Source: an optimization exercise on an open RTL-to-GDS flow (aim: a short achievable clock period and few clock cycles). Production flows keep margins and buffers that such runs may drop.
Function not checked in this run: the RTL went through the layout flow alone.
Power figures rest on the tool's default switching activity, not on a simulated workload.

==> flow/config.mk <==
export PLATFORM = sky130hd
export DESIGN_NAME = Pipeline_CPU
export DESIGN_NICKNAME = Pipeline_CPU
export VERILOG_FILES = /design/flow/design.v
export SDC_FILE = /design/flow/constraint.sdc
export NUM_CORES = 8
export LEC_CHECK = 0
export CAP_MARGIN = 20
export CORE_MARGIN = 2
export CORE_UTILIZATION = 40
export PLACE_DENSITY = 0.6
export SLEW_MARGIN = 20
==> flow/constraint.sdc <==
create_clock -name core_clock -period 6.0 [get_ports {clk}]
set_input_delay 1.2000 -clock core_clock [delete_from_list [all_inputs] [get_ports {clk}]]
set_output_delay 1.2000 -clock core_clock [all_outputs]
set_load 0.01 [all_outputs]
==> flow/design.v <==
`timescale 1ns / 1ps
module PC (
    input wire clk,     
    input wire rst,   
    input wire CE,     
    input wire [31:0] D,  
    output reg [31:0] Q  
);
always @(posedge clk  or posedge rst) begin
    if (rst) begin
        Q <= 32'b0;   
    end
    else if (CE) 
        Q <= D;       
end
endmodule
`timescale 1ns / 1ps
module Pipeline_IF(
    input wire clk_IF,
    input wire rst_IF,
    input wire en_IF,
    input wire [31:0] PC_in_IF,
    input wire PCSrc,
    output reg [31:0] PC_out_IF
);
  wire [31:0] Q_0;
  wire [31:0] I0=32'h4+Q_0;
  wire [31:0] o=(PCSrc==1)?PC_in_IF:I0;
  PC PC_0(.clk(clk_IF),.rst(rst_IF),.CE(en_IF),.D(o),.Q(Q_0));
  always @(*)begin
    PC_out_IF=Q_0;
  end
endmodule
module IF_reg_ID(
    input wire clk_IFID,
    input wire rst_IFID,
    input wire en_IFID,
    input wire [31:0]PC_in_IFID,
    input wire [31:0]inst_in_IFID,
    input wire NOP_IFID,
    output reg [31:0]PC_out_IFID,
    output reg [31:0]inst_out_IFID,
    output reg valid_IFID
);
    always @(posedge clk_IFID or posedge rst_IFID) begin
        if (rst_IFID) begin
            PC_out_IFID   <= 32'b0;
            inst_out_IFID <= 32'b0;
            valid_IFID    <= 1'b0;
        end
        else if (!en_IFID) begin
            PC_out_IFID   <= PC_out_IFID;
            inst_out_IFID <= inst_out_IFID;
            valid_IFID    <= valid_IFID;
        end
        else if (NOP_IFID) begin
            PC_out_IFID   <= 32'b0;
            inst_out_IFID <= 32'h00000013;   
            valid_IFID    <= 1'b0;
        end
        else begin
            PC_out_IFID   <= PC_in_IFID;
            inst_out_IFID <= inst_in_IFID;
            valid_IFID    <= 1'b1;
        end
    end
endmodule
`timescale 1ns / 1ps
module Regs(    
        input wire clk,
				input wire rst,
				input wire [4:0] Rs1_addr, 
				input wire [4:0] Rs2_addr, 
				input wire[4:0] Wt_addr, 
				input wire[31:0]Wt_data, 
				input wire RegWrite, 
				output wire[31:0] Rs1_data, 
				output wire[31:0] Rs2_data
    );
    reg [31:0] register [1:31]; 			
    integer i;
        assign Rs1_data = (Rs1_addr == 0)? 0 : ((RegWrite == 1) && (Wt_addr == Rs1_addr))? Wt_data : register[Rs1_addr];
        assign Rs2_data = (Rs2_addr == 0)? 0 : ((RegWrite == 1) && (Wt_addr == Rs2_addr))? Wt_data : register[Rs2_addr];
        always @(posedge clk or posedge rst) 
          begin
            if (rst==1)      begin               
                for (i=1; i<32; i=i+1)
                register[i] <= 0;     
            end 
            else begin
                 if ((Wt_addr != 0) && (RegWrite == 1)) 
                 register[Wt_addr] <= Wt_data;
            end
        end
endmodule
`timescale 1ns / 1ps
module ImmGen (
    input wire [2:0] ImmSel,     
    input wire [31:0] inst_field, 
    output reg [31:0] Imm_out
);
always @(*) begin
    case (ImmSel)
        3'b001: Imm_out = {{20{inst_field[31]}}, inst_field[31:20]};  
        3'b010: Imm_out = {{20{inst_field[31]}}, inst_field[31:25], inst_field[11:7]};  
        3'b011: Imm_out = {{19{inst_field[31]}}, inst_field[31], inst_field[7], inst_field[30:25], inst_field[11:8], 1'b0};  
        3'b100: Imm_out = {{12{inst_field[31]}}, inst_field[19:12], inst_field[20], inst_field[30:21], 1'b0};  
        3'b000: Imm_out = {inst_field[31:12],12'h0};
        default: Imm_out = 32'b0;
    endcase
end
endmodule
`timescale 1ns / 1ps
module SCPU_ctrl(
    input wire[4:0] OPcode,
    input wire[2:0] Fun3,
    input wire Fun7,
    output reg [2:0] ImmSel,
    output reg ALUSrc_B,
    output reg [1:0] MemtoReg,
    output reg [1:0]Jump,
    output reg Branch,
    output reg BranchN,
    output reg RegWrite,
    output reg MemRW,
    output reg [3:0] ALU_Control,
    output reg Rs1_used,
    output reg Rs2_used
);
    wire[3:0] Fun;
    assign Fun={Fun3,Fun7};
    always @* begin
        Rs1_used 	= 1'b1;
		Rs2_used 	= 1'b1;
        case(OPcode)
            5'b00000:  
                begin
                    {ALUSrc_B,MemtoReg,RegWrite,MemRW,Branch,BranchN,Jump, ALU_Control,ImmSel} = {1'b1, 2'b01, 1'b1, 1'b0, 1'b0, 1'b0, 2'b00, 4'b0010, 3'b001};
                end
            5'b01100:  
            begin
                {ALUSrc_B,MemtoReg,RegWrite,MemRW,Branch,BranchN,Jump, ALU_Control,ImmSel} = {1'b0, 2'b00, 1'b1, 1'b0, 1'b0, 1'b0, 2'b00, 4'b0010, 3'b001};
                case(Fun)
                    4'b0000: ALU_Control = 4'b0010;  
                    4'b1100: ALU_Control = 4'b0001;  
                    4'b1110: ALU_Control = 4'b0000;  
                    4'b0001: ALU_Control = 4'b0110;  
                    4'b0010: ALU_Control = 4'b1110;  
                    4'b0100: ALU_Control = 4'b0111;  
                    4'b1000: ALU_Control = 4'b1100;  
                    4'b1010: ALU_Control = 4'b1101;  
                    4'b0110: ALU_Control = 4'b1001;  
                    4'b1011: ALU_Control = 4'b1111;  
                    default: ALU_Control = 4'b0010;
                endcase
            end
            5'b01000: begin {ALUSrc_B,MemtoReg,RegWrite,MemRW,Branch,BranchN,Jump, ALU_Control,ImmSel} ={1'b1, 2'b00, 1'b0, 1'b1, 1'b0, 1'b0, 2'b00, 4'b0010, 3'b010}; end  
            5'b00100:
            begin
                {ALUSrc_B,MemtoReg,RegWrite,MemRW,Branch,BranchN,Jump, ALU_Control,ImmSel} = {1'b1,2'b00,1'b1,1'b0,1'b0,1'b0,2'b00,4'b0010,3'b001};    
                begin
                    case(Fun3)
                    3'b000: ALU_Control=4'b0010;  
                    3'b010: ALU_Control=4'b0111;  
                    3'b011: ALU_Control=4'b1001;  
                    3'b100: ALU_Control=4'b1100;  
                    3'b110: ALU_Control=4'b0001;  
                    3'b111: ALU_Control=4'b0000;  
                    3'b001: ALU_Control=4'b1110;  
                    3'b101:
                        begin
                            case(Fun7)
                            1'b0:ALU_Control=4'b1101; 
                            1'b1:ALU_Control=4'b1111; 
                            endcase
                        end
                    default: ALU_Control=4'b0010;
                    endcase
                end
            end
            5'b11001:   
            begin
                {ALUSrc_B,MemtoReg,RegWrite,MemRW,Branch,BranchN,Jump, ALU_Control,ImmSel}={1'b1,2'b10,1'b1,1'b0,1'b0,1'b0,2'b10,4'b0010,3'b001};    
                Rs1_used = 1'b1;
                Rs2_used = 1'b0;
            end
            5'b11000:   
            begin
                {ALUSrc_B,MemtoReg,RegWrite,MemRW,Branch,BranchN,Jump, ALU_Control,ImmSel}={1'b0,2'b00,1'b0,1'b0,1'b0,1'b0,2'b00,4'b0110,3'b011};
                begin
                    case(Fun3)
                    3'b000:
                    begin
                        Branch=1;
                        BranchN=0;
                    end
                    3'b001:
                    begin
                        BranchN=1;
                        Branch=0;
                    end
                    default:
                    begin
                        Branch=0;
                        BranchN=0;
                    end
                    endcase
                end
            end
            5'b11011:   
            begin
                {ALUSrc_B,MemtoReg,RegWrite,MemRW,Branch,BranchN,Jump, ALU_Control,ImmSel}={1'b1,2'b10,1'b1,1'b0,1'b0,1'b0,2'b01,4'b0010,3'b100};
                Rs1_used = 1'b0;
                Rs2_used = 1'b0;
            end
            5'b00101:    
            begin
                {ALUSrc_B,MemtoReg,RegWrite,MemRW,Branch,BranchN,Jump, ALU_Control,ImmSel}={1'b0,2'b11,1'b1,1'b0,1'b0,1'b0,2'b00,4'b0010,3'b000};
            end
            5'b01101:  
            begin
                {ALUSrc_B,MemtoReg,RegWrite,MemRW,Branch,BranchN,Jump, ALU_Control,ImmSel}={1'b0,2'b11,1'b1,1'b0,1'b0,1'b0,2'b00,4'b0010,3'b000};    
                Rs1_used = 1'b0;
                Rs2_used = 1'b0;
            end
            default: begin {ALUSrc_B,MemtoReg,RegWrite,MemRW,Branch,BranchN,Jump, ALU_Control,ImmSel} = {1'b0, 2'b00, 1'b0,1'b0,1'b0, 1'b0,2'b00, 4'b0010, 3'b000}; end 
        endcase
    end
endmodule
`timescale 1ns / 1ps
module Pipeline_ID( 
  input wire clk_ID,
  input wire rst_ID,
  input wire RegWrite_in_ID,
  input wire [4:0] Rd_addr_ID,
  input wire [31:0] Wt_data_ID,
  input wire [31:0] Inst_in_ID,
  output wire [4:0] Rd_addr_out_ID,
  output wire [31:0] Rs1_out_ID,
  output wire [31:0] Rs2_out_ID,
  output wire [4:0] Rs1_addr_ID,
  output wire [4:0] Rs2_addr_ID,
  output wire Rs1_used,
  output wire Rs2_used, 
  output wire [31:0] Imm_out_ID,
  output wire ALUSrc_B_ID,
  output wire [3:0] ALU_control_ID,
  output wire Branch_ID,
  output wire BranchN_ID,
  output wire MemRW_ID,
  output wire [1:0] Jump_ID,
  output wire [1:0] MemtoReg_ID,
  output wire RegWrite_out_ID,
  output wire [2:0]imm_sel
); 
wire [2:0] ImmSel_0;
assign Rd_addr_out_ID=Inst_in_ID[11:7];
assign imm_sel = ImmSel_0;
assign Rs1_addr_ID=Inst_in_ID[19:15];
assign Rs2_addr_ID = Inst_in_ID[24:20];
wire idle;
Regs Regs_0(
  .clk(clk_ID),
  .rst(rst_ID),
  .Rs1_addr(Inst_in_ID[19:15]),
  .Rs2_addr(Inst_in_ID[24:20]),
  .Rs1_data(Rs1_out_ID),
  .Rs2_data(Rs2_out_ID),
  .RegWrite(RegWrite_in_ID),
  .Wt_addr(Rd_addr_ID),
  .Wt_data(Wt_data_ID)
);
ImmGen ImmGen_0(
  .ImmSel(ImmSel_0),
  .inst_field(Inst_in_ID),
  .Imm_out(Imm_out_ID)
);
SCPU_ctrl SCPU_ctrl_0(
  .OPcode(Inst_in_ID[6:2]),
  .Fun3(Inst_in_ID[14:12]),
  .Fun7(Inst_in_ID[30]),
  .ImmSel(ImmSel_0),
  .ALUSrc_B(ALUSrc_B_ID),
  .MemtoReg(MemtoReg_ID),
  .Jump(Jump_ID),
  .Branch(Branch_ID),
  .BranchN(BranchN_ID),
  .RegWrite(RegWrite_out_ID),
  .MemRW(MemRW_ID),
  .ALU_Control(ALU_control_ID),
  .Rs1_used(Rs1_used),
  .Rs2_used(Rs2_used) 
);
endmodule
`timescale 1ns / 1ps
module ID_reg_Ex( 
    input wire clk_IDEX,
    input wire rst_IDEX,
    input wire en_IDEX,
    input wire NOP_IDEX,
    input wire valid_in_IDEX,
    input wire [31:0] inst_in_IDEX,
    input wire[31:0] PC_in_IDEX,
    input wire[4:0] Rd_addr_IDEX,
    input wire[31:0] Rs1_in_IDEX,
    input wire[31:0] Rs2_in_IDEX,
    input wire[31:0] Imm_in_IDEX,
    input wire ALUSrc_B_in_IDEX,
    input wire[3:0] ALU_control_in_IDEX,
    input wire Branch_in_IDEX,
    input wire BranchN_in_IDEX,
    input wire MemRW_in_IDEX,
    input wire [1:0]Jump_in_IDEX,
    input wire[1:0] MemtoReg_in_IDEX,
    input wire RegWrite_in_IDEX,
    output reg[31:0] PC_out_IDEX,
    output reg[4:0] Rd_addr_out_IDEX,
    output reg[31:0] Rs1_out_IDEX,
    output reg[31:0] Rs2_out_IDEX,
    output reg[31:0] Imm_out_IDEX,
    output reg ALUSrc_B_out_IDEX,
    output reg[3:0] ALU_control_out_IDEX,
    output reg Branch_out_IDEX,
    output reg BranchN_out_IDEX,
    output reg MemRW_out_IDEX,
    output reg [1:0]Jump_out_IDEX,
    output reg [1:0] MemtoReg_out_IDEX,
    output reg RegWrite_out_IDEX,
    output reg[31:0] inst_out_IDEX,
    output reg valid_out_IDEX
); 
always @(posedge clk_IDEX or posedge rst_IDEX) begin
    if(rst_IDEX) begin
      PC_out_IDEX <= 32'b0;
      Rd_addr_out_IDEX <= 5'b0;
      Rs1_out_IDEX <= 32'b0;
      Rs2_out_IDEX <= 32'b0;
      Imm_out_IDEX <= 32'b0;
      ALUSrc_B_out_IDEX <= 1'b0;
      ALU_control_out_IDEX <= 3'b0;
      Branch_out_IDEX <= 1'b0;
      BranchN_out_IDEX <= 1'b0;
      MemRW_out_IDEX <= 1'b0;
      Jump_out_IDEX <= 1'b0;
      MemtoReg_out_IDEX <= 2'b0;
      RegWrite_out_IDEX <= 1'b0;
      inst_out_IDEX <= 32'b0;
      valid_out_IDEX <= 1'b0;
    end 
    else if (en_IDEX)begin
        if (NOP_IDEX)begin
              PC_out_IDEX <= 32'b0;
              Rd_addr_out_IDEX <= 5'b0;
              Rs1_out_IDEX <= 32'b0;
              Rs2_out_IDEX <= 32'b0;
              Imm_out_IDEX <= 32'b0;
              ALUSrc_B_out_IDEX <= 1'b0;
              ALU_control_out_IDEX <= 3'b0;
              Branch_out_IDEX <= 1'b0;
              BranchN_out_IDEX <= 1'b0;
              MemRW_out_IDEX <= 1'b0;
              Jump_out_IDEX <= 1'b0;
              MemtoReg_out_IDEX <= 2'b0;
              RegWrite_out_IDEX <= 1'b0;
              inst_out_IDEX <= 32'h00000013;
              valid_out_IDEX <= 1'b0;
        end
        else begin
          PC_out_IDEX <= PC_in_IDEX;
          Rd_addr_out_IDEX <= Rd_addr_IDEX;
          Rs1_out_IDEX <= Rs1_in_IDEX;
          Rs2_out_IDEX <= Rs2_in_IDEX;
          Imm_out_IDEX <= Imm_in_IDEX;
          ALUSrc_B_out_IDEX <= ALUSrc_B_in_IDEX;
          ALU_control_out_IDEX <= ALU_control_in_IDEX;
          Branch_out_IDEX <= Branch_in_IDEX;
          BranchN_out_IDEX <= BranchN_in_IDEX;
          MemRW_out_IDEX <= MemRW_in_IDEX;
          Jump_out_IDEX <= Jump_in_IDEX;
          MemtoReg_out_IDEX <= MemtoReg_in_IDEX;
          RegWrite_out_IDEX <= RegWrite_in_IDEX;
          inst_out_IDEX <= inst_in_IDEX;
          valid_out_IDEX <= valid_in_IDEX;
        end
    end
  end
endmodule
module stall(
    input wire rst_stall,                 
    input wire RegWrite_out_IDEX,
    input wire [4:0] Rd_addr_out_IDEX,
    input wire RegWrite_out_EXMem,
    input wire [4:0] Rd_addr_out_EXMem,
    input wire [4:0] Rs1_addr_ID,
    input wire [4:0] Rs2_addr_ID,
    input wire Rs1_used,
    input wire Rs2_used,
    input wire Branch_ID,
    input wire BranchN_ID,
    input wire [1:0] Jump_ID,
    input wire Branch_out_IDEX,
    input wire BranchN_out_IDEX,
    input wire [1:0] Jump_out_IDEX,
    input wire Branch_out_EXMem,
    input wire BranchN_out_EXMem,
    input wire [1:0] Jump_out_EXMem,
    input wire PCSrc,
    output reg en_IF,
    output reg en_IFID,
    output reg NOP_IFID,
    output reg NOP_IDEX
);
    reg Data_stall;
    reg Control_stall;
    always @(*) begin
        Data_stall = 0;
        if (RegWrite_out_EXMem && Rs1_used && (Rd_addr_out_EXMem == Rs1_addr_ID) && (Rs1_addr_ID != 0))
            Data_stall = 1;
        else if (RegWrite_out_EXMem && Rs2_used && (Rd_addr_out_EXMem == Rs2_addr_ID) && (Rs2_addr_ID != 0))
            Data_stall = 1;
        else if (RegWrite_out_IDEX && Rs1_used && (Rd_addr_out_IDEX == Rs1_addr_ID) && (Rs1_addr_ID != 0))
            Data_stall = 1;
        else if (RegWrite_out_IDEX && Rs2_used && (Rd_addr_out_IDEX == Rs2_addr_ID) && (Rs2_addr_ID != 0))
            Data_stall = 1;
        Control_stall =
               Branch_ID        | BranchN_ID        | (|Jump_ID)
            |  Branch_out_IDEX  | BranchN_out_IDEX  | (|Jump_out_IDEX)
            |  Branch_out_EXMem | BranchN_out_EXMem | (|Jump_out_EXMem);
        if (rst_stall) begin
            en_IF     = 1;
            en_IFID   = 1;
            NOP_IFID  = 0;
            NOP_IDEX  = 0;
        end
        else if (Data_stall) begin
            en_IF     = 0;
            en_IFID   = 0;
            NOP_IFID  = 0;
            NOP_IDEX  = 1;
        end
        else if (Control_stall) begin
            en_IF     = PCSrc;
            en_IFID   = 1;
            NOP_IFID  = 1;
            NOP_IDEX  = 0;
        end
        else begin
            en_IF     = 1;
            en_IFID   = 1;
            NOP_IFID  = 0;
            NOP_IDEX  = 0;
        end
    end
endmodule
module ALU(input [31:0]A, B, 
 		  input[3:0] ALU_operation, 
		  output reg[31:0]   res, 
		  output zero, overflow
    );
     parameter one = 32'h00000001, zero_0 = 32'h00000000;
always @ (*)
         case (ALU_operation)
                         4'b0000: res=A&B;    
                         4'b0001: res=A|B;    
                         4'b0010: res=A+B;    
                         4'b1100: res=A^B;
                         4'b0110: res=A-B;    
                         4'b1101: res=A>>B[4:0];
                         4'b1111: res=$signed(A)>>>$signed(B[4:0]);
                         4'b1001: res=(A < B) ? one : zero_0;
                         4'b0111: res=($signed(A) < $signed(B)) ? one : zero_0;
                         4'b1110: res=A<<B[4:0];
                         default: res=32'h00000000;
         endcase
 assign zero = (res==0)? 1: 0;
 assign overflow = 1'b0;
endmodule
module Pipeline_Ex(
    input wire[31:0] PC_in_EX,
    input wire[31:0] Rs1_in_EX,
    input wire[31:0] Rs2_in_EX,
    input wire[31:0] Imm_in_EX,
    input wire ALUSrc_B_in_EX,
    input wire [3:0] ALU_control_in_EX,
    input wire [1:0] MemtoReg_in_EX,
    input wire lui_in_EX,
    output wire [31:0] PC_out_EX,
    output wire [31:0] PC4_out_EX,
    output wire zero_out_EX,
    output wire [31:0] ALU_out_EX,
    output wire [31:0] Rs2_out_EX
);
wire [31:0] o_0=(ALUSrc_B_in_EX==1)?Imm_in_EX:Rs2_in_EX;
wire [31:0] ALU_res_EX;
assign PC4_out_EX=32'h4+PC_in_EX;
assign PC_out_EX=PC_in_EX+Imm_in_EX;
assign Rs2_out_EX=Rs2_in_EX;
assign ALU_out_EX=(MemtoReg_in_EX==2'b11)?(lui_in_EX?Imm_in_EX:PC_out_EX):ALU_res_EX;
ALU ALU_0(.A(Rs1_in_EX),.ALU_operation(ALU_control_in_EX),.B(o_0),.res(ALU_res_EX),.zero(zero_out_EX));
endmodule
`timescale 1ns / 1ps
module Ex_reg_Mem( 
    input wire clk_EXMem,
    input wire rst_EXMem,
    input wire en_EXMem,
    input wire [31:0] PC_imm_EXMem,
  	input wire valid_in_EXMem,
	  input wire [31:0] inst_in_EXMem,
    input wire[31:0] PC_in_EXMem,
    input wire[31:0] PC4_in_EXMem,
    input wire [4:0] Rd_addr_EXMem,
    input wire zero_in_EXMem,
    input wire[31:0] ALU_in_EXMem,
    input wire[31:0] Rs2_in_EXMem,
    input wire Branch_in_EXMem,
    input wire BranchN_in_EXMem,
    input wire MemRW_in_EXMem,
    input wire [1:0]Jump_in_EXMem,
    input wire[1:0] MemtoReg_in_EXMem,
    input wire RegWrite_in_EXMem,
    output reg [31:0] PC_imm_out_EXMem,
    output reg valid_out_EXMem,
    output reg [31:0] inst_out_EXMem,
    output reg[31:0] PC_out_EXMem,
    output reg[31:0] PC4_out_EXMem,
    output reg[4:0] Rd_addr_out_EXMem,
    output reg zero_out_EXMem,
    output reg[31:0] ALU_out_EXMem,
    output reg[31:0] Rs2_out_EXMem,
    output reg Branch_out_EXMem,
    output reg BranchN_out_EXMem,
    output reg MemRW_out_EXMem,
    output reg [1:0]Jump_out_EXMem,
    output reg [1:0]MemtoReg_out_EXMem,
    output reg RegWrite_out_EXMem
); 
always @(posedge clk_EXMem or posedge rst_EXMem) begin
    if(rst_EXMem) begin
      PC_out_EXMem <= 32'b0;
      PC4_out_EXMem <= 32'b0;
      Rd_addr_out_EXMem <= 5'b0;
      zero_out_EXMem <= 1'b0;
      ALU_out_EXMem <= 32'b0;
      Rs2_out_EXMem <= 32'b0;
      Branch_out_EXMem <= 1'b0;
      BranchN_out_EXMem <= 1'b0;
      MemRW_out_EXMem <= 1'b0;
      Jump_out_EXMem <= 1'b0;
      MemtoReg_out_EXMem <= 1'b0;
      RegWrite_out_EXMem <= 1'b0;
      PC_imm_out_EXMem <= 32'b0;
      valid_out_EXMem <= 0;
      inst_out_EXMem <= 32'b0;
    end 
    else if(en_EXMem) begin
      PC_out_EXMem <= PC_in_EXMem;
      PC4_out_EXMem <= PC4_in_EXMem;
      Rd_addr_out_EXMem <= Rd_addr_EXMem;
      zero_out_EXMem <= zero_in_EXMem;
      ALU_out_EXMem <= ALU_in_EXMem;
      Rs2_out_EXMem <= Rs2_in_EXMem;
      Branch_out_EXMem <= Branch_in_EXMem;
      BranchN_out_EXMem <= BranchN_in_EXMem;
      MemRW_out_EXMem <= MemRW_in_EXMem;
      Jump_out_EXMem <= Jump_in_EXMem;
      MemtoReg_out_EXMem <= MemtoReg_in_EXMem;
      RegWrite_out_EXMem <= RegWrite_in_EXMem;
      PC_imm_out_EXMem <= PC_imm_EXMem;
      valid_out_EXMem <= valid_in_EXMem;
      inst_out_EXMem <= inst_in_EXMem;
    end    
end
endmodule
`timescale 1ns / 1ps
module Pipeline_Mem(
    input wire zero_in_Mem,
    input wire Branch_in_Mem,
    input wire BranchN_in_Mem,
    input wire [1:0]Jump_in_Mem,
    input wire [31:0] PC_imm_in_Mem,
    input wire [31:0] ALU_in_Mem,
    output wire PCSrc,
    output wire [31:0] PC_target_Mem
);
assign PCSrc=Jump_in_Mem[0]||Jump_in_Mem[1]||(Branch_in_Mem&&zero_in_Mem)||(BranchN_in_Mem&&~zero_in_Mem);
assign PC_target_Mem=(Jump_in_Mem==2'b10)?{ALU_in_Mem[31:1],1'b0}:PC_imm_in_Mem;
endmodule
module Mem_reg_WB( 
    input wire clk_MemWB,
    input wire rst_MemWB,
    input wire en_MemWB,
    input wire [31:0] PC_in_MemWB,
	input wire [31:0] inst_in_MemWB,
	input wire valid_in_MemWB,
    input wire[31:0] PC4_in_MemWB,
    input wire[4:0] Rd_addr_MemWB,
    input wire[31:0] ALU_in_MemWB,
    input wire[31:0] Dmem_data_MemWB,
    input wire[1:0] MemtoReg_in_MemWB,
    input wire RegWrite_in_MemWB,
    output reg[31:0] PC_out_MemWB,
	output reg[31:0] inst_out_MemWB,
	output reg valid_out_MemWB,
    output reg[31:0] PC4_out_MemWB,
    output reg[4:0] Rd_addr_out_MemWB,
    output reg[31:0] ALU_out_MemWB,
    output reg[31:0] DMem_data_out_MemWB,
    output reg[1:0] MemtoReg_out_MemWB,
    output reg RegWrite_out_MemWB
);
  always @(posedge clk_MemWB or posedge rst_MemWB) begin
    if(rst_MemWB) begin
      PC4_out_MemWB <= 32'b0;
      Rd_addr_out_MemWB <= 5'b0;
      ALU_out_MemWB <= 32'b0;
      DMem_data_out_MemWB <= 32'b0;
      MemtoReg_out_MemWB <= 2'b0;
      RegWrite_out_MemWB <= 1'b0;
      PC_out_MemWB <= 32'b0;
      inst_out_MemWB <= 32'b0;
      valid_out_MemWB <= 1'b0;
    end 
    else if(en_MemWB) begin
      PC4_out_MemWB <= PC4_in_MemWB;
      Rd_addr_out_MemWB <= Rd_addr_MemWB;
      ALU_out_MemWB <= ALU_in_MemWB;
      DMem_data_out_MemWB <= Dmem_data_MemWB;
      MemtoReg_out_MemWB <= MemtoReg_in_MemWB;
      RegWrite_out_MemWB <= RegWrite_in_MemWB;
      PC_out_MemWB <= PC_in_MemWB;
      inst_out_MemWB <= inst_in_MemWB;
      valid_out_MemWB <= valid_in_MemWB;
    end    
  end
endmodule
`timescale 1ns / 1ps
module Pipeline_WB(
    input wire[31:0] PC4_in_WB,
    input wire[31:0] ALU_in_WB,
    input wire[31:0] Dmem_data_WB,
    input wire[1:0] MemtoReg_in_WB,
    output  wire[31:0] Data_out_WB
);
assign Data_out_WB=(MemtoReg_in_WB==0||MemtoReg_in_WB==3)?ALU_in_WB:(MemtoReg_in_WB==1?Dmem_data_WB:PC4_in_WB);
endmodule
module Pipeline_CPU(
    input clk,                  
    input rst,                  
    input [31:0] Data_in,       
    input [31:0] inst_IF,       
    output [31:0] PC_out_IF,    
    output MemRW_Mem,           
    output [31:0] Addr_out,     
    output [31:0] Data_out      
);
wire [31:0] PC_out_ID;
wire [31:0] inst_ID;
wire MemRW_Ex;
wire [31:0] Data_out_WB;
wire en_IF;
wire en_IFID;
wire [31:0] PC_out_EXMem;
wire [31:0] PC_imm_out_EXMem;
wire [31:0] PC_target_Mem;
wire PCSrc;
wire RegWrite_out_MemWB;
wire [4:0] Rd_addr_out_MemWB;
wire RegWrite_out_EXMem;
wire [4:0] Rd_addr_out_EXMem;
wire Branch_out_EXMem;
wire BranchN_out_EXMem;
wire [1:0] Jump_out_EXMem;
    Pipeline_IF u_Pipeline_IF (
        .clk_IF(clk),
        .rst_IF(rst),
        .en_IF(en_IF),
        .PC_in_IF(PC_target_Mem),
        .PCSrc(PCSrc),
        .PC_out_IF(PC_out_IF)
    );
wire NOP_IFID;
wire valid_IFID;
    IF_reg_ID u_IF_reg_ID (
        .clk_IFID(clk),
        .rst_IFID(rst),
        .en_IFID(en_IFID),
        .PC_in_IFID(PC_out_IF),
        .NOP_IFID(NOP_IFID),
        .inst_in_IFID(inst_IF),
        .PC_out_IFID(PC_out_ID),
        .inst_out_IFID(inst_ID),
        .valid_IFID(valid_IFID)
    );
wire [4:0] Rd_addr_out_ID;
wire [31:0] Rs1_out_ID;
wire [31:0] Rs2_out_ID;
wire [31:0] Imm_out_ID;
wire ALUSrc_B_ID;
wire [3:0] ALU_control_ID;
wire Branch_ID;
wire BranchN_ID;
wire MemRW_ID;
wire [1:0] Jump_ID;
wire [1:0] MemtoReg_ID;
wire RegWrite_out_ID;
wire Rs1_used;
wire Rs2_used;
wire [4:0] Rs1_addr_ID;
wire [4:0] Rs2_addr_ID;
    Pipeline_ID u_Pipeline_ID (
        .clk_ID(clk),
        .rst_ID(rst),
        .RegWrite_in_ID(RegWrite_out_MemWB),
        .Rd_addr_ID(Rd_addr_out_MemWB),
        .Wt_data_ID(Data_out_WB),
        .Inst_in_ID(inst_ID),
        .Rd_addr_out_ID(Rd_addr_out_ID),
        .Rs1_out_ID(Rs1_out_ID),
        .Rs2_out_ID(Rs2_out_ID),
        .Rs1_addr_ID(Rs1_addr_ID),
        .Rs2_addr_ID(Rs2_addr_ID),
        .Rs1_used(Rs1_used),
        .Rs2_used(Rs2_used),
        .Imm_out_ID(Imm_out_ID),
        .ALUSrc_B_ID(ALUSrc_B_ID),
        .ALU_control_ID(ALU_control_ID),
        .Branch_ID(Branch_ID),
        .BranchN_ID(BranchN_ID),
        .MemRW_ID(MemRW_ID),
        .Jump_ID(Jump_ID),
        .MemtoReg_ID(MemtoReg_ID),
        .RegWrite_out_ID(RegWrite_out_ID),
        .imm_sel()
    );
wire [31:0] PC_out_IDEX;
wire [31:0] inst_out_IDEX;
wire [4:0] Rd_addr_out_IDEX;
wire [31:0] Rs1_out_IDEX;
wire [31:0] Rs2_out_IDEX;
wire [31:0] Imm_out_IDEX;
wire ALUSrc_B_out_IDEX;
wire [3:0] ALU_control_out_IDEX;
wire Branch_out_IDEX;
wire BranchN_out_IDEX;
wire [1:0] Jump_out_IDEX;
wire [1:0] MemtoReg_out_IDEX;
wire RegWrite_out_IDEX;
wire NOP_IDEX;
wire valid_out_IDEX;
    ID_reg_Ex u_ID_reg_Ex (
        .clk_IDEX(clk),
        .rst_IDEX(rst),
        .en_IDEX(1'b1),
        .NOP_IDEX(NOP_IDEX),
        .valid_in_IDEX(valid_IFID),
        .inst_in_IDEX(inst_ID),
        .PC_in_IDEX(PC_out_ID),
        .Rd_addr_IDEX(Rd_addr_out_ID),
        .Rs1_in_IDEX(Rs1_out_ID),
        .Rs2_in_IDEX(Rs2_out_ID),
        .Imm_in_IDEX(Imm_out_ID),
        .ALUSrc_B_in_IDEX(ALUSrc_B_ID),
        .ALU_control_in_IDEX(ALU_control_ID),
        .Branch_in_IDEX(Branch_ID),
        .BranchN_in_IDEX(BranchN_ID),
        .MemRW_in_IDEX(MemRW_ID),
        .Jump_in_IDEX(Jump_ID),
        .MemtoReg_in_IDEX(MemtoReg_ID),
        .RegWrite_in_IDEX(RegWrite_out_ID),
        .PC_out_IDEX(PC_out_IDEX),
        .inst_out_IDEX(inst_out_IDEX),
        .Rd_addr_out_IDEX(Rd_addr_out_IDEX),
        .Rs1_out_IDEX(Rs1_out_IDEX),
        .Rs2_out_IDEX(Rs2_out_IDEX),
        .Imm_out_IDEX(Imm_out_IDEX),
        .ALUSrc_B_out_IDEX(ALUSrc_B_out_IDEX),
        .ALU_control_out_IDEX(ALU_control_out_IDEX),
        .Branch_out_IDEX(Branch_out_IDEX),
        .BranchN_out_IDEX(BranchN_out_IDEX),
        .MemRW_out_IDEX(MemRW_Ex),
        .Jump_out_IDEX(Jump_out_IDEX),
        .MemtoReg_out_IDEX(MemtoReg_out_IDEX),
        .RegWrite_out_IDEX(RegWrite_out_IDEX),
        .valid_out_IDEX(valid_out_IDEX)
    );
    stall u_stall (
        .rst_stall(rst),
        .RegWrite_out_IDEX(RegWrite_out_IDEX),
        .Rd_addr_out_IDEX(Rd_addr_out_IDEX),
        .RegWrite_out_EXMem(RegWrite_out_EXMem),
        .Rd_addr_out_EXMem(Rd_addr_out_EXMem),
        .Rs1_addr_ID(Rs1_addr_ID),
        .Rs2_addr_ID(Rs2_addr_ID),
        .Rs1_used(Rs1_used),
        .Rs2_used(Rs2_used),
        .Branch_ID(Branch_ID),
        .BranchN_ID(BranchN_ID),
        .Jump_ID(Jump_ID),
        .Branch_out_IDEX(Branch_out_IDEX),
        .BranchN_out_IDEX(BranchN_out_IDEX),
        .Jump_out_IDEX(Jump_out_IDEX),
        .Branch_out_EXMem(Branch_out_EXMem),
        .BranchN_out_EXMem(BranchN_out_EXMem),
        .Jump_out_EXMem(Jump_out_EXMem),
        .PCSrc(PCSrc),
        .en_IF(en_IF),
        .en_IFID(en_IFID),
        .NOP_IFID(NOP_IFID),
        .NOP_IDEX(NOP_IDEX)
    );
wire [31:0] PC_out_EX;
wire [31:0] PC4_out_EX;
wire zero_out_EX;
wire [31:0] ALU_out_EX;
wire [31:0] Rs2_out_EX;
    Pipeline_Ex u_Pipeline_Ex (
        .PC_in_EX(PC_out_IDEX),
        .Rs1_in_EX(Rs1_out_IDEX),
        .Rs2_in_EX(Rs2_out_IDEX),
        .Imm_in_EX(Imm_out_IDEX),
        .ALUSrc_B_in_EX(ALUSrc_B_out_IDEX),
        .ALU_control_in_EX(ALU_control_out_IDEX),
        .MemtoReg_in_EX(MemtoReg_out_IDEX),
        .lui_in_EX(inst_out_IDEX[5]),
        .PC_out_EX(PC_out_EX),
        .PC4_out_EX(PC4_out_EX),
        .zero_out_EX(zero_out_EX),
        .ALU_out_EX(ALU_out_EX),
        .Rs2_out_EX(Rs2_out_EX)
    );
wire [31:0] PC4_out_EXMem;
wire zero_out_EXMem;
wire [1:0] MemtoReg_out_EXMem;
wire valid_out_EXMem;
wire [31:0] inst_out_EXMem;
    Ex_reg_Mem u_Ex_reg_Mem (
        .clk_EXMem(clk),
        .rst_EXMem(rst),
        .en_EXMem(1'b1),
        .PC_in_EXMem(PC_out_IDEX),
        .PC4_in_EXMem(PC4_out_EX),
        .PC_imm_EXMem(PC_out_EX),
        .valid_in_EXMem(valid_out_IDEX),
        .inst_in_EXMem(inst_out_IDEX),
        .Rd_addr_EXMem(Rd_addr_out_IDEX),
        .zero_in_EXMem(zero_out_EX),
        .ALU_in_EXMem(ALU_out_EX),
        .Rs2_in_EXMem(Rs2_out_EX),
        .Branch_in_EXMem(Branch_out_IDEX),
        .BranchN_in_EXMem(BranchN_out_IDEX),
        .MemRW_in_EXMem(MemRW_Ex),
        .Jump_in_EXMem(Jump_out_IDEX),
        .MemtoReg_in_EXMem(MemtoReg_out_IDEX),
        .RegWrite_in_EXMem(RegWrite_out_IDEX),
        .PC_out_EXMem(PC_out_EXMem),
        .PC4_out_EXMem(PC4_out_EXMem),
        .PC_imm_out_EXMem(PC_imm_out_EXMem),
        .valid_out_EXMem(valid_out_EXMem),
        .inst_out_EXMem(inst_out_EXMem),
        .Rd_addr_out_EXMem(Rd_addr_out_EXMem),
        .zero_out_EXMem(zero_out_EXMem),
        .ALU_out_EXMem(Addr_out),
        .Rs2_out_EXMem(Data_out),
        .Branch_out_EXMem(Branch_out_EXMem),
        .BranchN_out_EXMem(BranchN_out_EXMem),
        .MemRW_out_EXMem(MemRW_Mem),
        .Jump_out_EXMem(Jump_out_EXMem),
        .MemtoReg_out_EXMem(MemtoReg_out_EXMem),
        .RegWrite_out_EXMem(RegWrite_out_EXMem)
    );
    Pipeline_Mem u_Pipeline_Mem (
        .zero_in_Mem(zero_out_EXMem),
        .Branch_in_Mem(Branch_out_EXMem),
        .BranchN_in_Mem(BranchN_out_EXMem),
        .Jump_in_Mem(Jump_out_EXMem),
        .PC_imm_in_Mem(PC_imm_out_EXMem),
        .ALU_in_Mem(Addr_out),
        .PCSrc(PCSrc),
        .PC_target_Mem(PC_target_Mem)
    );
wire [31:0] PC4_out_MemWB;
wire [31:0] ALU_out_MemWB;
wire [31:0] DMem_data_out_MemWB;
wire [1:0] MemtoReg_out_MemWB;
    Mem_reg_WB u_Mem_reg_WB (
        .clk_MemWB(clk),
        .rst_MemWB(rst),
        .en_MemWB(1'b1),
        .PC4_in_MemWB(PC4_out_EXMem),
        .PC_in_MemWB(PC_out_EXMem),
        .inst_in_MemWB(inst_out_EXMem),
        .valid_in_MemWB(valid_out_EXMem),
        .Rd_addr_MemWB(Rd_addr_out_EXMem),
        .ALU_in_MemWB(Addr_out),
        .Dmem_data_MemWB(Data_in),
        .MemtoReg_in_MemWB(MemtoReg_out_EXMem),
        .RegWrite_in_MemWB(RegWrite_out_EXMem),
        .PC4_out_MemWB(PC4_out_MemWB),
        .inst_out_MemWB(),
        .valid_out_MemWB(),
        .PC_out_MemWB(),
        .Rd_addr_out_MemWB(Rd_addr_out_MemWB),
        .ALU_out_MemWB(ALU_out_MemWB),
        .DMem_data_out_MemWB(DMem_data_out_MemWB),
        .MemtoReg_out_MemWB(MemtoReg_out_MemWB),
        .RegWrite_out_MemWB(RegWrite_out_MemWB)
    );
    Pipeline_WB u_Pipeline_WB (
        .PC4_in_WB(PC4_out_MemWB),
        .ALU_in_WB(ALU_out_MemWB),
        .Dmem_data_WB(DMem_data_out_MemWB),
        .MemtoReg_in_WB(MemtoReg_out_MemWB),
        .Data_out_WB(Data_out_WB)
    );
endmodule
==> flow/run.sh <==
#!/bin/bash
# synth_recipe.tcl (not shown) runs the flow's synth.tcl, then flattens the netlist and writes it again
# the make line also repeats each setting of config.mk as NAME=value (left out here)
make -C /OpenROAD-flow-scripts/flow DESIGN_CONFIG=/design/flow/config.mk WORK_HOME=/design/flow/orfs CLKGATE_MAP_FILE= SYNTH_SCRIPT=/design/flow/synth_recipe.tcl finish
==> flow_summary.toml <==
[sta]
fin_crit_sh = 0.8846
hold_viol_final = 0
setup_viol = 0
finClkSkew_ps = 61.87
final.setup.tns_ps = 0
relSlewSlack = 0.1208
period_minus_slack_ps = 5308
rsz0062_at_grt = "no"
final_max_slew_viol_count = 0
fmax_mhz = 188.4
worst_pin_slew_ps = 1316

[power]
ir_drop_mv = 0.3553
power.density_nw_per_um2 = 481.3
leakagePower_nw = 37.35

[worst_setup_path]
reg2reg_depth = 17
arrival_ps = 6080
reg2reg_from = "u_ID_reg_Ex.ALUSrc_B_out_IDEX"
end_kind = "flop"
endpoint = "u_Ex_reg_Mem.zero_out_EXMem"
reg2reg_to = "u_Ex_reg_Mem.zero_out_EXMem"
worstSetupStartpoint = "u_ID_reg_Ex.ALUSrc_B_out_IDEX"
required_ps = 6770
r2r_slack_ps = 690
worstPathMaxFanout = 16
worstSetupPathType = "flop to flop"
worst_setup_path_start_kind = "flop"

[clock_tree]
cts_max_level = 4
insertion_delay_ps = 850
cts.sinks = 1479
cts_hold_buf = 0
cts-root-buf = "clkbuf_16"
post_cts_buffers = 0
cts_buffers = 158
cts_buffer_depth = 3
cts_tree = "done"
cts.repair.resized = 0
cts.clk_slew.worst_paths_ps = 60

[routing]
drc = 0
ant_nets = 0
drt-pass1-iter-count = 10
top_layer_used = "met5"
vias_per_cell = 6.939
met3_length_um = 56750
wirelength_met1_um = 148600
initialDrtViolationCount = 13707
dr_wl_met2_um = 152900
drt-total-wl_um = 387900
num_vias = 73342
wl_per_cell_um = 36.70

[logic_synthesis]
ys_types = 84
avgSynthCellArea_um2 = 9.414
syn_area_um2 = 75760
syn_inst = 8048
synth-seq-cells = 1479
ys.flop_type = "dfrtp_1"
syn_nets = 8263
synth-edff-count = 0
yosysWarnings = 12
yosysSeqAreaShare = 0.4885
ys_async_sr_fraction = 1.000

[die]
die_x_um = 439.2
die_h_um = 439.2
die_area_um2 = 192900
start_util = 0.4030
core.rowCount = 159
num_io_pins = 163
fp.coreArea_um2 = 188000

[global_routing]
grt-ovfl-total = 0
grt_max_degree = 163
grt_pass1_vias = 68020
grt_pass1_wl_um = 537700
antenna_found_initial = 24
grt_usage = 0.3930

[final_layout]
fin_cells = 10570
final_cell_mix = "dfrtp_1, nand2_1, o21ai_0, a221oi_1, a22o_1"
final_util = 0.4630
final_cell_area_um2 = 87040
nets = 8149
drive_above_1_share = 0.1034
area_growth_pct = 14.88
mostFrequentLayoutCell = "dfrtp_1"

[place]
hpwl_um = 244100
dp.cells = 10259
place.gp.congestion = 1.009
postPlaceCellArea_um2 = 81300
port_buffers = 160

[worst_hold_path]
hold_class = "flop to flop"

[status]
status = "complete, no violations"

[run]
drv_cap = 0
[layer usage]
metal	GRT usage	up-vias
li1	-	29361
met1	0.5237	35791
met2	0.5325	6295
met3	0.1572	1866
met4	0.2295	29
met5	0.01861	-
[power breakdown]
group	total (mW)	switching, mW	internal, mW
clock network	10.4	4.40	5.96
registers	16.8	3.61	13.2
logic	14.7	9.74	4.98
total	41.9	17.8	24.1
[Yosys cell counts (all sizes together), types with 31 or more instances]
master / n / share of area
and2: 63 / 0.0052
a21oi: 265 / 0.018
mux4: 57 / 0.017
nor2b: 31 / 0.0026
buf: 69 / 0.0041
a211oi: 35 / 0.0035
nand3: 105 / 0.0069
xnor2: 68 / 0.0079
a31oi: 33 / 0.0027
nor4: 36 / 0.0030
nor3: 47 / 0.0031
nor2: 390 / 0.019
mux2i: 187 / 0.025
and3: 32 / 0.0026
o21ai: 1145 / 0.076
xor2: 40 / 0.0046
ha: 146 / 0.024
inv: 132 / 0.0066
a22oi: 42 / 0.0042
mux2: 67 / 0.010
nand4: 147 / 0.012
o22ai: 83 / 0.0069
dfrtp: 1479 / 0.49
a221oi: 458 / 0.053
clkbuf: 642 / 0.032
a22o: 380 / 0.044
nand2: 1463 / 0.072
a222oi: 66 / 0.0087
[sequential cells by signal (all words and copies together) (netlist names), 30 cells and up]
| signal | cells |
|---|---|
| u_ID_reg_Ex.Rs2_out_IDEX | 32 |
| u_IF_reg_ID.inst_out_IFID | 30 |
| u_Ex_reg_Mem.ALU_out_EXMem | 32 |
| u_ID_reg_Ex.Rs1_out_IDEX | 32 |
| u_Pipeline_IF.PC_0.Q | 32 |
| u_Pipeline_ID.Regs_0.register | 992 |
| u_Ex_reg_Mem.Rs2_out_EXMem | 32 |
| u_Ex_reg_Mem.PC4_out_EXMem | 32 |
| u_IF_reg_ID.PC_out_IFID | 32 |
| u_Mem_reg_WB.PC4_out_MemWB | 32 |
| u_ID_reg_Ex.Imm_out_IDEX | 32 |
| u_Ex_reg_Mem.PC_imm_out_EXMem | 32 |
| u_Mem_reg_WB.DMem_data_out_MemWB | 32 |
| u_ID_reg_Ex.PC_out_IDEX | 32 |
| u_Mem_reg_WB.ALU_out_MemWB | 32 |
[critical path, stage by stage, from the launching register on]
cell and delay [ps]:
dfrtp_2 600, mux2i_4 340, inv_4 290, ha_1 290, inv_1 90, fa_1 480
or3b_2 490, a21o_1 180, a31oi_1 160, buf_4 180, o2111ai_1 390, a21oi_1 290
o21ai_0 90, a31oi_1 480, and4_1 280, and4b_1 330, nand4b_1 140, nor2_1 120
[layout make-up]
class / count / area (um2)
clock buffers: 225 / 4618
inverters: 134 / 509.2
clock inverters: 64 / 823.3
diodes: 12 / 30.03
flip-flops and latches: 1479 / 37010
fillers: 17692 / 101000
multi-input cells: 5724 / 36630
repair buffers: 437 / 4292
well taps: 2495 / 3122
[worst min path at each step]
| stage | start | end | slack, ps | cells after the start |
|---|---|---|---|---|
| after global routing | u_Ex_reg_Mem.PC4_out_EXMem[8] | u_Mem_reg_WB.PC4_out_MemWB[8] | 350 | 0 |
| after global placement | u_Ex_reg_Mem.PC4_out_EXMem[23] | u_Mem_reg_WB.PC4_out_MemWB[23] | 330 | 0 |
| after detailed placement | u_Ex_reg_Mem.MemtoReg_out_EXMem[0] | u_Mem_reg_WB.MemtoReg_out_MemWB[0] | 330 | 0 |
| final | u_Ex_reg_Mem.PC4_out_EXMem[5] | u_Mem_reg_WB.PC4_out_MemWB[5] | 350 | 0 |
| after floorplan | u_ID_reg_Ex.MemRW_out_IDEX | u_Ex_reg_Mem.MemRW_out_EXMem | 330 | 0 |
| after CTS | u_Ex_reg_Mem.PC4_out_EXMem[8] | u_Mem_reg_WB.PC4_out_MemWB[8] | 350 | 0 |
[cell families after synthesis]
group / Yosys count / share of synthesized area
mux: 311 / 0.05224
xor+xnor: 108 / 0.01248
compound gates: 2746 / 0.2427
simple gates: 2410 / 0.1366
buf+inv: 845 / 0.04262
fa+ha+maj: 149 / 0.02490
flops: 1479 / 0.4885
[metrics by stage]
step	worst slack [ps]	total power, mW	hold WS [ps]
finish	692.3	41.89	346.7
CTS	888.6	41.16	347.4
detailed placement	892.3	30.90	334.7
global route	500.1	43.48	354.1
global placement	793.2	30.70	331.3
floorplan	-19240	24.18	331.2

==> afterwards: timing with drivers on the ports <==
The flow's constraints put no driver on any port. The routed layout listed below was extracted and timed again, unchanged, in two steps. Step 1 assumes that a clkbuf_16 drives the clock port and a buf_2 every other input. Step 2 times the ports against the registers' clock, not the clock port: input delays grow and output delays shrink by t, the midpoint of the rising clock arrivals with the driver on. Slacks: no drivers / after step 1 / after step 2; pairs: no drivers / after step 1.
t, ns: 0.910
setup slack, ns: 0.692 / 0.692 / 0.692
worst setup path at the end: register to register
pins driven straight from the clock port: 1
After both steps setup and hold are still met in this run. For this run, drivers alone change the setup slack by 0.000 ns; drivers and shift together by 0.000 ns.
